Source: an optimization exercise on an open RTL-to-GDS flow (aim: small area, a short achievable clock period and few clock cycles). Production flows keep margins and buffers that such runs may drop.
In this exercise RTL edits were held to simulation tests only and were not proved equivalent to the original.

Setup of v6:
==> flow/design.v (excerpt) <==
module riscv (input  logic        clk, clr,
              input  logic [31:0] RD_instr, RD_data,
              output logic [31:0] PCF,
              output logic [31:0] ALUResultM, WriteDataM,
              output logic        MemWriteM,
              output logic [3:0]  byteEnable);
Size in the first run: about 1500 flip-flops.
Settings: LEC_CHECK=0, CAP_MARGIN=20, CORE_MARGIN=2, CORE_UTILIZATION=50, SLEW_MARGIN=20, SYNTH_HIERARCHICAL=1; clock period 12.0 ns.
standard.sh (not shown) runs the stock make flow with config.mk's settings and CLKGATE_MAP_FILE= SYNTH_SCRIPT=/design/flow/synth_recipe.tcl, a recipe that flattens the netlist after the stock synthesis.
==> flow/flow/run.sh <==
#!/bin/bash
set -euo pipefail
R=orfs/results/sky130hd/riscv/base
DU="sky130_fd_sc_hd__probe_p_8 sky130_fd_sc_hd__probec_p_8 sky130_fd_sc_hd__lpflow_bleeder_1 sky130_fd_sc_hd__lpflow_clkbufkapwr_1 sky130_fd_sc_hd__lpflow_clkbufkapwr_16 sky130_fd_sc_hd__lpflow_clkbufkapwr_2 sky130_fd_sc_hd__lpflow_clkbufkapwr_4 sky130_fd_sc_hd__lpflow_clkbufkapwr_8 sky130_fd_sc_hd__lpflow_clkinvkapwr_1 sky130_fd_sc_hd__lpflow_clkinvkapwr_16 sky130_fd_sc_hd__lpflow_clkinvkapwr_2 sky130_fd_sc_hd__lpflow_clkinvkapwr_4 sky130_fd_sc_hd__lpflow_clkinvkapwr_8 sky130_fd_sc_hd__lpflow_decapkapwr_12 sky130_fd_sc_hd__lpflow_decapkapwr_3 sky130_fd_sc_hd__lpflow_decapkapwr_4 sky130_fd_sc_hd__lpflow_decapkapwr_6 sky130_fd_sc_hd__lpflow_decapkapwr_8 sky130_fd_sc_hd__lpflow_inputiso0n_1 sky130_fd_sc_hd__lpflow_inputiso0p_1 sky130_fd_sc_hd__lpflow_inputiso1n_1 sky130_fd_sc_hd__lpflow_inputiso1p_1 sky130_fd_sc_hd__lpflow_inputisolatch_1 sky130_fd_sc_hd__lpflow_isobufsrc_1 sky130_fd_sc_hd__lpflow_isobufsrc_16 sky130_fd_sc_hd__lpflow_isobufsrc_2 sky130_fd_sc_hd__lpflow_isobufsrc_4 sky130_fd_sc_hd__lpflow_isobufsrc_8 sky130_fd_sc_hd__lpflow_isobufsrckapwr_16 sky130_fd_sc_hd__lpflow_lsbuf_lh_hl_isowell_tap_1 sky130_fd_sc_hd__lpflow_lsbuf_lh_hl_isowell_tap_2 sky130_fd_sc_hd__lpflow_lsbuf_lh_hl_isowell_tap_4 sky130_fd_sc_hd__lpflow_lsbuf_lh_isowell_4 sky130_fd_sc_hd__lpflow_lsbuf_lh_isowell_tap_1 sky130_fd_sc_hd__lpflow_lsbuf_lh_isowell_tap_2 sky130_fd_sc_hd__lpflow_lsbuf_lh_isowell_tap_4 sky130_fd_sc_hd__clkdlybuf4s* sky130_fd_sc_hd__dlygate4sd* sky130_fd_sc_hd__dlymetal6s*"

bash standard.sh synth > std_synth.log 2>&1
cp $R/1_2_yosys.v std_1_2_yosys.v
cp orfs/logs/sky130hd/riscv/base/1_2_yosys.log std_1_2_yosys.log

sed "s|SYNTH_SCRIPT=[^ ]*|SYNTH_SCRIPT=$PWD/flow/synth_split.tcl|" standard.sh > split.sh
rm -f $R/1_2_yosys.v $R/1_2_yosys.sdc $R/1_synth.odb $R/1_synth.sdc
bash split.sh synth > split_synth.log 2>&1
python3 flow/regcheck.py std_1_2_yosys.v $R/1_2_yosys.v > regcheck.log 2>&1

bash split.sh SETUP_SLACK_MARGIN=7.5 "DONT_USE_CELLS=$DU" finish > layout.log 2>&1
Other scripts of this flow, unchanged in this note and not shown: flow/flow/regcheck.py, flow/flow/synth_split.tcl
v6 went all the way through the flow, and no timing, DRC or antenna check failed.
Testbench counts of v6, summed over its fixed seeds: cycles 17,224.
Inputs modified between v6 and v7:
-- flow/config.mk --
<<< v6, line 9
export CORE_MARGIN = 2
export CORE_UTILIZATION = 50
export SLEW_MARGIN = 20
>>> v7, line 9
export CORE_MARGIN = 2
export CORE_UTILIZATION = 45
export SLEW_MARGIN = 20
--- outcome ---
Between v6 and v7, worst hold slack decreased.
Going from v6 to v7, the largest fanout of any net on the critical path was found to have gone down by 23.
Changes observed in v7 relative to v6: fraction of area in multi-input gates neither gained nor lost much, chip height picked up an extra 24 um, final critical delay including setup and external delays picked up an extra 34 ps, floorplan core area picked up an extra about 11%.

========
Starting RTL as in the previous note.
Settings: LEC_CHECK=0, CAP_MARGIN=20, CORE_MARGIN=2, CORE_UTILIZATION=45, SLEW_MARGIN=20, SYNTH_HIERARCHICAL=1, TNS_END_PERCENT=30; clock period 12.0 ns.
==> flow/flow/run.sh <==
#!/bin/bash
set -euo pipefail
R=orfs/results/sky130hd/riscv/base
DU="sky130_fd_sc_hd__probe_p_8 sky130_fd_sc_hd__probec_p_8 sky130_fd_sc_hd__lpflow_bleeder_1 sky130_fd_sc_hd__lpflow_clkbufkapwr_1 sky130_fd_sc_hd__lpflow_clkbufkapwr_16 sky130_fd_sc_hd__lpflow_clkbufkapwr_2 sky130_fd_sc_hd__lpflow_clkbufkapwr_4 sky130_fd_sc_hd__lpflow_clkbufkapwr_8 sky130_fd_sc_hd__lpflow_clkinvkapwr_1 sky130_fd_sc_hd__lpflow_clkinvkapwr_16 sky130_fd_sc_hd__lpflow_clkinvkapwr_2 sky130_fd_sc_hd__lpflow_clkinvkapwr_4 sky130_fd_sc_hd__lpflow_clkinvkapwr_8 sky130_fd_sc_hd__lpflow_decapkapwr_12 sky130_fd_sc_hd__lpflow_decapkapwr_3 sky130_fd_sc_hd__lpflow_decapkapwr_4 sky130_fd_sc_hd__lpflow_decapkapwr_6 sky130_fd_sc_hd__lpflow_decapkapwr_8 sky130_fd_sc_hd__lpflow_inputiso0n_1 sky130_fd_sc_hd__lpflow_inputiso0p_1 sky130_fd_sc_hd__lpflow_inputiso1n_1 sky130_fd_sc_hd__lpflow_inputiso1p_1 sky130_fd_sc_hd__lpflow_inputisolatch_1 sky130_fd_sc_hd__lpflow_isobufsrc_1 sky130_fd_sc_hd__lpflow_isobufsrc_16 sky130_fd_sc_hd__lpflow_isobufsrc_2 sky130_fd_sc_hd__lpflow_isobufsrc_4 sky130_fd_sc_hd__lpflow_isobufsrc_8 sky130_fd_sc_hd__lpflow_isobufsrckapwr_16 sky130_fd_sc_hd__lpflow_lsbuf_lh_hl_isowell_tap_1 sky130_fd_sc_hd__lpflow_lsbuf_lh_hl_isowell_tap_2 sky130_fd_sc_hd__lpflow_lsbuf_lh_hl_isowell_tap_4 sky130_fd_sc_hd__lpflow_lsbuf_lh_isowell_4 sky130_fd_sc_hd__lpflow_lsbuf_lh_isowell_tap_1 sky130_fd_sc_hd__lpflow_lsbuf_lh_isowell_tap_2 sky130_fd_sc_hd__lpflow_lsbuf_lh_isowell_tap_4 sky130_fd_sc_hd__clkdlybuf4s* sky130_fd_sc_hd__dlygate4sd* sky130_fd_sc_hd__dlymetal6s* sky130_fd_sc_hd__a2111oi_0 sky130_fd_sc_hd__a21boi_0 sky130_fd_sc_hd__and2_0 sky130_fd_sc_hd__einvn_0 sky130_fd_sc_hd__o21ai_0 sky130_fd_sc_hd__o311ai_0 sky130_fd_sc_hd__or2_0"

bash standard.sh synth > std_synth.log 2>&1
cp $R/1_2_yosys.v std_1_2_yosys.v
cp orfs/logs/sky130hd/riscv/base/1_2_yosys.log std_1_2_yosys.log

sed "s|SYNTH_SCRIPT=[^ ]*|SYNTH_SCRIPT=$PWD/flow/synth_split.tcl|" standard.sh > split.sh
rm -f $R/1_2_yosys.v $R/1_2_yosys.sdc $R/1_synth.odb $R/1_synth.sdc
bash split.sh "DONT_USE_CELLS=$DU" synth > split_synth.log 2>&1
python3 flow/regcheck.py std_1_2_yosys.v $R/1_2_yosys.v > regcheck.log 2>&1

bash split.sh SETUP_SLACK_MARGIN=7.5 "DONT_USE_CELLS=$DU" finish > layout.log 2>&1
Other scripts of this flow, unchanged in this note and not shown: flow/flow/regcheck.py, flow/flow/synth_split.tcl
Testbench counts at the start, summed over its fixed seeds: cycles 17,224.
Change:
- TNS_END_PERCENT: 30 -> default
After rerunning: Final area shrinks by 0.44%; clock-buffer cell count grows by 7; area after synthesis is unchanged; worst hold slack barely changes; fmax went up by about 3%; routed wire length barely changes; critical path depth rose by 2.

========
== build 80 ==
Another version of the RTL of riscv (not shown whole).
Size: ~9500 cells after synthesis, about 170 I/O pins, ~96000 sq um of cells after synthesis.
Settings: LEC_CHECK=0, CAP_MARGIN=20, CORE_MARGIN=2, CORE_UTILIZATION=45, SLEW_MARGIN=60, SYNTH_HIERARCHICAL=1; clock period 12.0 ns.
==> flow/flow/run.sh <==
#!/bin/bash
set -euo pipefail
R=orfs/results/sky130hd/riscv/base
DU="sky130_fd_sc_hd__probe_p_8 sky130_fd_sc_hd__probec_p_8 sky130_fd_sc_hd__lpflow_bleeder_1 sky130_fd_sc_hd__lpflow_clkbufkapwr_1 sky130_fd_sc_hd__lpflow_clkbufkapwr_16 sky130_fd_sc_hd__lpflow_clkbufkapwr_2 sky130_fd_sc_hd__lpflow_clkbufkapwr_4 sky130_fd_sc_hd__lpflow_clkbufkapwr_8 sky130_fd_sc_hd__lpflow_clkinvkapwr_1 sky130_fd_sc_hd__lpflow_clkinvkapwr_16 sky130_fd_sc_hd__lpflow_clkinvkapwr_2 sky130_fd_sc_hd__lpflow_clkinvkapwr_4 sky130_fd_sc_hd__lpflow_clkinvkapwr_8 sky130_fd_sc_hd__lpflow_decapkapwr_12 sky130_fd_sc_hd__lpflow_decapkapwr_3 sky130_fd_sc_hd__lpflow_decapkapwr_4 sky130_fd_sc_hd__lpflow_decapkapwr_6 sky130_fd_sc_hd__lpflow_decapkapwr_8 sky130_fd_sc_hd__lpflow_inputiso0n_1 sky130_fd_sc_hd__lpflow_inputiso0p_1 sky130_fd_sc_hd__lpflow_inputiso1n_1 sky130_fd_sc_hd__lpflow_inputiso1p_1 sky130_fd_sc_hd__lpflow_inputisolatch_1 sky130_fd_sc_hd__lpflow_isobufsrc_1 sky130_fd_sc_hd__lpflow_isobufsrc_16 sky130_fd_sc_hd__lpflow_isobufsrc_2 sky130_fd_sc_hd__lpflow_isobufsrc_4 sky130_fd_sc_hd__lpflow_isobufsrc_8 sky130_fd_sc_hd__lpflow_isobufsrckapwr_16 sky130_fd_sc_hd__lpflow_lsbuf_lh_hl_isowell_tap_1 sky130_fd_sc_hd__lpflow_lsbuf_lh_hl_isowell_tap_2 sky130_fd_sc_hd__lpflow_lsbuf_lh_hl_isowell_tap_4 sky130_fd_sc_hd__lpflow_lsbuf_lh_isowell_4 sky130_fd_sc_hd__lpflow_lsbuf_lh_isowell_tap_1 sky130_fd_sc_hd__lpflow_lsbuf_lh_isowell_tap_2 sky130_fd_sc_hd__lpflow_lsbuf_lh_isowell_tap_4 sky130_fd_sc_hd__clkdlybuf4s* sky130_fd_sc_hd__dlygate4sd* sky130_fd_sc_hd__dlymetal6s*"

bash standard.sh synth > std_synth.log 2>&1
cp $R/1_2_yosys.v std_1_2_yosys.v
cp orfs/logs/sky130hd/riscv/base/1_2_yosys.log std_1_2_yosys.log

sed "s|SYNTH_SCRIPT=[^ ]*|SYNTH_SCRIPT=$PWD/flow/synth_split.tcl|" standard.sh > split.sh
rm -f $R/1_2_yosys.v $R/1_2_yosys.sdc $R/1_synth.odb $R/1_synth.sdc
bash split.sh synth > split_synth.log 2>&1
python3 flow/regcheck.py std_1_2_yosys.v $R/1_2_yosys.v > regcheck.log 2>&1

bash split.sh SETUP_SLACK_MARGIN=7.5 "DONT_USE_CELLS=$DU" finish > layout.log 2>&1
Other scripts of this flow, unchanged in this note and not shown: flow/flow/regcheck.py, flow/flow/synth_split.tcl
Build 80 did not stop at any stage, and its layout met the timing, design-rule and antenna checks.
Testbench counts of build 80, summed over its fixed seeds: cycles 17,224.
Input-level comparison between build 47 and build 80:
- SLEW_MARGIN now 20, was 60
- CORE_UTILIZATION now 38, was 45
Comparing build 47 and build 80, the lower number of antenna repair diodes is on build 47.
Compared with build 80, build 47 shows half-perimeter wire length after detailed placement lower by about 4.3%.
Row global-route wire length before repair: build 47 higher / build 80 lower
Of build 47 and build 80, build 47 shows the higher detailed-route via count, with build 80 below it.
Build 47: full flow OK, the timing, design-rule and antenna checks passed
Setup changes, build 47 to build 83
- swapping 38 for 45 in CORE_UTILIZATION
diff --git a/flow/flow/run.sh b/flow/flow/run.sh
--- a/flow/flow/run.sh
+++ b/flow/flow/run.sh
@@ -14,2 +14,2 @@
 
-bash split.sh SETUP_SLACK_MARGIN=7.5 "DONT_USE_CELLS=$DU" finish > layout.log 2>&1
+bash split.sh SETUP_SLACK_MARGIN=6.9 "DONT_USE_CELLS=$DU" finish > layout.log 2>&1
Results
Reported for build 47 and build 83, count of different cell masters after synthesis turned out identical to the last digit.
[build 83] detailed-router iteration count before antenna repair rose 1 relative to build 47
Summary of build 83 over build 47: tapcell count lost 527, final-layout worst hold slack dropped 5.4 ps, required time reported for the critical path endpoint saw an increase, total die area went down.
## Diff of input files: build 2 against build 83
- CTS_BUF_LIST newly set to sky130_fd_sc_hd__clkbuf_4 sky130_fd_sc_hd__clkbuf_8 sky130_fd_sc_hd__clkbuf_16
diff --git a/flow/flow/run.sh b/flow/flow/run.sh
--- a/flow/flow/run.sh
+++ b/flow/flow/run.sh
@@ -14,2 +14,2 @@
 
-bash split.sh SETUP_SLACK_MARGIN=6.9 "DONT_USE_CELLS=$DU" finish > layout.log 2>&1
+bash split.sh SETUP_SLACK_MARGIN=7.5 "DONT_USE_CELLS=$DU" finish > layout.log 2>&1
Findings:
- There was hardly any difference in total area of sequential cells between build 83 and build 2.
- Against build 83, build 2 reports a met2 track demand over resource that is higher.
- Every run in the comparison, build 2 and build 83, completed the flow with a clean layout.
- [compare] base=build 83 new=build 2: routed wire length shows an increase of 18 mm, first-iteration detailed-routing DRC count shows a reduction of 1057.
diff inputs: build 2 => build 78
- CTS_BUF_LIST no longer set, was sky130_fd_sc_hd__clkbuf_4 sky130_fd_sc_hd__clkbuf_8 sky130_fd_sc_hd__clkbuf_16
--- outcome ---
- Changes observed in build 78 relative to build 2: shortest clock period the worst path allows after layout went down, worst setup margin went up.
- On via count, build 2 and build 78 are basically level.
- The final reports for build 78 and build 2 show routing usage on met3 higher in the former.
- Build 78 vs. build 2: critical path depth went down by 1.
- Number of standard cells in the final layout excluding fillers of build 78 exceeds that of build 2 slightly.
- Delta (build 78 minus build 2): share of final layout cell area taken by clock buffers and inverters saw little to no change, fill cell instance count of the final layout saw little to no change.
#### Input delta (build 31 over build 78)
diff --git a/flow/flow/run.sh b/flow/flow/run.sh
--- a/flow/flow/run.sh
+++ b/flow/flow/run.sh
@@ -14,2 +14,2 @@
 
-bash split.sh SETUP_SLACK_MARGIN=7.5 "DONT_USE_CELLS=$DU" finish > layout.log 2>&1
+bash split.sh SETUP_SLACK_MARGIN=7.2 "DONT_USE_CELLS=$DU" finish > layout.log 2>&1
### Flow results
- Going from build 78 to build 31, the share of cell area taken by multi-input logic gates was found to have gone up by 0.31 points.

========
Setup of job 2863:
riscv, a different RTL version from the one above (not shown whole).
Size in the first run: about 9600 cells after synthesis, about 1500 flip-flops, ~170 I/O pins, ~0.096 mm^2 of cells after synthesis.
Settings: LEC_CHECK=0, CAP_MARGIN=20, CORE_MARGIN=2, CORE_UTILIZATION=45, SLEW_MARGIN=20, SYNTH_HIERARCHICAL=1; clock period 12.0 ns.
==> flow/flow/run.sh <==
#!/bin/bash
set -euo pipefail
R=orfs/results/sky130hd/riscv/base
DU="sky130_fd_sc_hd__probe_p_8 sky130_fd_sc_hd__probec_p_8 sky130_fd_sc_hd__lpflow_bleeder_1 sky130_fd_sc_hd__lpflow_clkbufkapwr_1 sky130_fd_sc_hd__lpflow_clkbufkapwr_16 sky130_fd_sc_hd__lpflow_clkbufkapwr_2 sky130_fd_sc_hd__lpflow_clkbufkapwr_4 sky130_fd_sc_hd__lpflow_clkbufkapwr_8 sky130_fd_sc_hd__lpflow_clkinvkapwr_1 sky130_fd_sc_hd__lpflow_clkinvkapwr_16 sky130_fd_sc_hd__lpflow_clkinvkapwr_2 sky130_fd_sc_hd__lpflow_clkinvkapwr_4 sky130_fd_sc_hd__lpflow_clkinvkapwr_8 sky130_fd_sc_hd__lpflow_decapkapwr_12 sky130_fd_sc_hd__lpflow_decapkapwr_3 sky130_fd_sc_hd__lpflow_decapkapwr_4 sky130_fd_sc_hd__lpflow_decapkapwr_6 sky130_fd_sc_hd__lpflow_decapkapwr_8 sky130_fd_sc_hd__lpflow_inputiso0n_1 sky130_fd_sc_hd__lpflow_inputiso0p_1 sky130_fd_sc_hd__lpflow_inputiso1n_1 sky130_fd_sc_hd__lpflow_inputiso1p_1 sky130_fd_sc_hd__lpflow_inputisolatch_1 sky130_fd_sc_hd__lpflow_isobufsrc_1 sky130_fd_sc_hd__lpflow_isobufsrc_16 sky130_fd_sc_hd__lpflow_isobufsrc_2 sky130_fd_sc_hd__lpflow_isobufsrc_4 sky130_fd_sc_hd__lpflow_isobufsrc_8 sky130_fd_sc_hd__lpflow_isobufsrckapwr_16 sky130_fd_sc_hd__lpflow_lsbuf_lh_hl_isowell_tap_1 sky130_fd_sc_hd__lpflow_lsbuf_lh_hl_isowell_tap_2 sky130_fd_sc_hd__lpflow_lsbuf_lh_hl_isowell_tap_4 sky130_fd_sc_hd__lpflow_lsbuf_lh_isowell_4 sky130_fd_sc_hd__lpflow_lsbuf_lh_isowell_tap_1 sky130_fd_sc_hd__lpflow_lsbuf_lh_isowell_tap_2 sky130_fd_sc_hd__lpflow_lsbuf_lh_isowell_tap_4 sky130_fd_sc_hd__clkdlybuf4s* sky130_fd_sc_hd__dlygate4sd* sky130_fd_sc_hd__dlymetal6s*"

bash standard.sh synth > std_synth.log 2>&1
cp $R/1_2_yosys.v std_1_2_yosys.v
cp orfs/logs/sky130hd/riscv/base/1_2_yosys.log std_1_2_yosys.log

sed "s|SYNTH_SCRIPT=[^ ]*|SYNTH_SCRIPT=$PWD/flow/synth_split.tcl|" standard.sh > split.sh
rm -f $R/1_2_yosys.v $R/1_2_yosys.sdc $R/1_synth.odb $R/1_synth.sdc
bash split.sh synth > split_synth.log 2>&1
python3 flow/regcheck.py std_1_2_yosys.v $R/1_2_yosys.v > regcheck.log 2>&1

bash split.sh SETUP_SLACK_MARGIN=7.8 "DONT_USE_CELLS=$DU" finish > layout.log 2>&1
Other scripts of this flow, unchanged in this note and not shown: flow/flow/regcheck.py, flow/flow/synth_split.tcl
Job 2863 has completed all stages; timing, DRC and antenna checks passed.
Testbench counts of job 2863, summed over its fixed seeds: cycles 17,224.
[inputs] job 613 vs job 2863
-- flow/flow/run.sh --
<<< job 2863, line 15
bash split.sh SETUP_SLACK_MARGIN=7.8 "DONT_USE_CELLS=$DU" finish > layout.log 2>&1
>>> job 613, line 15
bash split.sh SETUP_SLACK_MARGIN=7.5 "DONT_USE_CELLS=$DU" finish > layout.log 2>&1
### Flow results
Compared with job 2863, job 613 improves worst setup slack before clock tree synthesis. Cell area was lower in job 613 than in job 2863. Area of the multi-input gates, job 2863 and job 613: lower on job 613. Between job 2863 and job 613, the difference in average vias per placed instance is negligible. Going from job 2863 to job 613, the maximum frequency was found to have gone down by 1.2%. Looking at register-to-register path setup slack across both flows, job 613 is the weaker of the two, with job 2863 ahead. Per the comparison of job 613 with job 2863, hold slack lower; setup slack lower.

==> static timing again, ports no longer ideal <==
Ports are ideal in the flow. The routed layouts listed here were re-timed in OpenROAD.
Step 1 (the two cells are an assumption about what drives the block):
set clk [get_ports {clk}]
set_driving_cell -lib_cell sky130_fd_sc_hd__clkbuf_16 $clk
set_driving_cell -lib_cell sky130_fd_sc_hd__buf_2 [delete_from_list [all_inputs] $clk]
Step 2 times the ports against the registers' clock, not the clock port: input delays grow and output delays shrink by t, the midpoint of the rising clock arrivals with the driver on.
Slacks: ideal ports / drivers / drivers and shift; pairs: ideal ports / drivers.
| run | t (ns) | setup slack, ns | worst data-port slew with drivers (ns) |
|---|---|---|---|
| v6 | 0.947 | 7.299 / 7.299 / 6.395 | 0.21 |
| v7 | 0.932 | 7.266 / 7.266 / 6.432 | 0.14 |
| the first run of note 2 | 0.928 | 7.222 / 7.266 / 6.361 | 0.13 |
| the second run of note 2 | 0.953 | 7.368 / 7.375 / 6.491 | 0.09 |
| build 80 | 0.960 | 7.291 / 7.291 / 6.519 | 0.20 |
| build 47 | 0.942 | 7.302 / 7.302 / 6.462 | 0.14 |
| build 83 | 0.948 | 6.807 / 6.746 / 5.799 | 0.19 |
| build 2 | 0.929 | 7.353 / 7.353 / 6.442 | 0.20 |
| build 78 | 0.924 | 7.359 / 7.293 / 6.369 | 0.22 |
| build 31 | 0.952 | 7.080 / 7.077 / 6.125 | 0.18 |
| job 2863 | 0.929 | 7.243 / 7.243 / 6.651 | 0.25 |
| job 613 | 0.942 | 7.187 / 7.187 / 6.481 | 0.15 |
After both steps setup and hold are still met in every run listed. The setup slack of build 83, which loses most, moves by -0.061 ns with the drivers and by -1.008 ns with both steps.
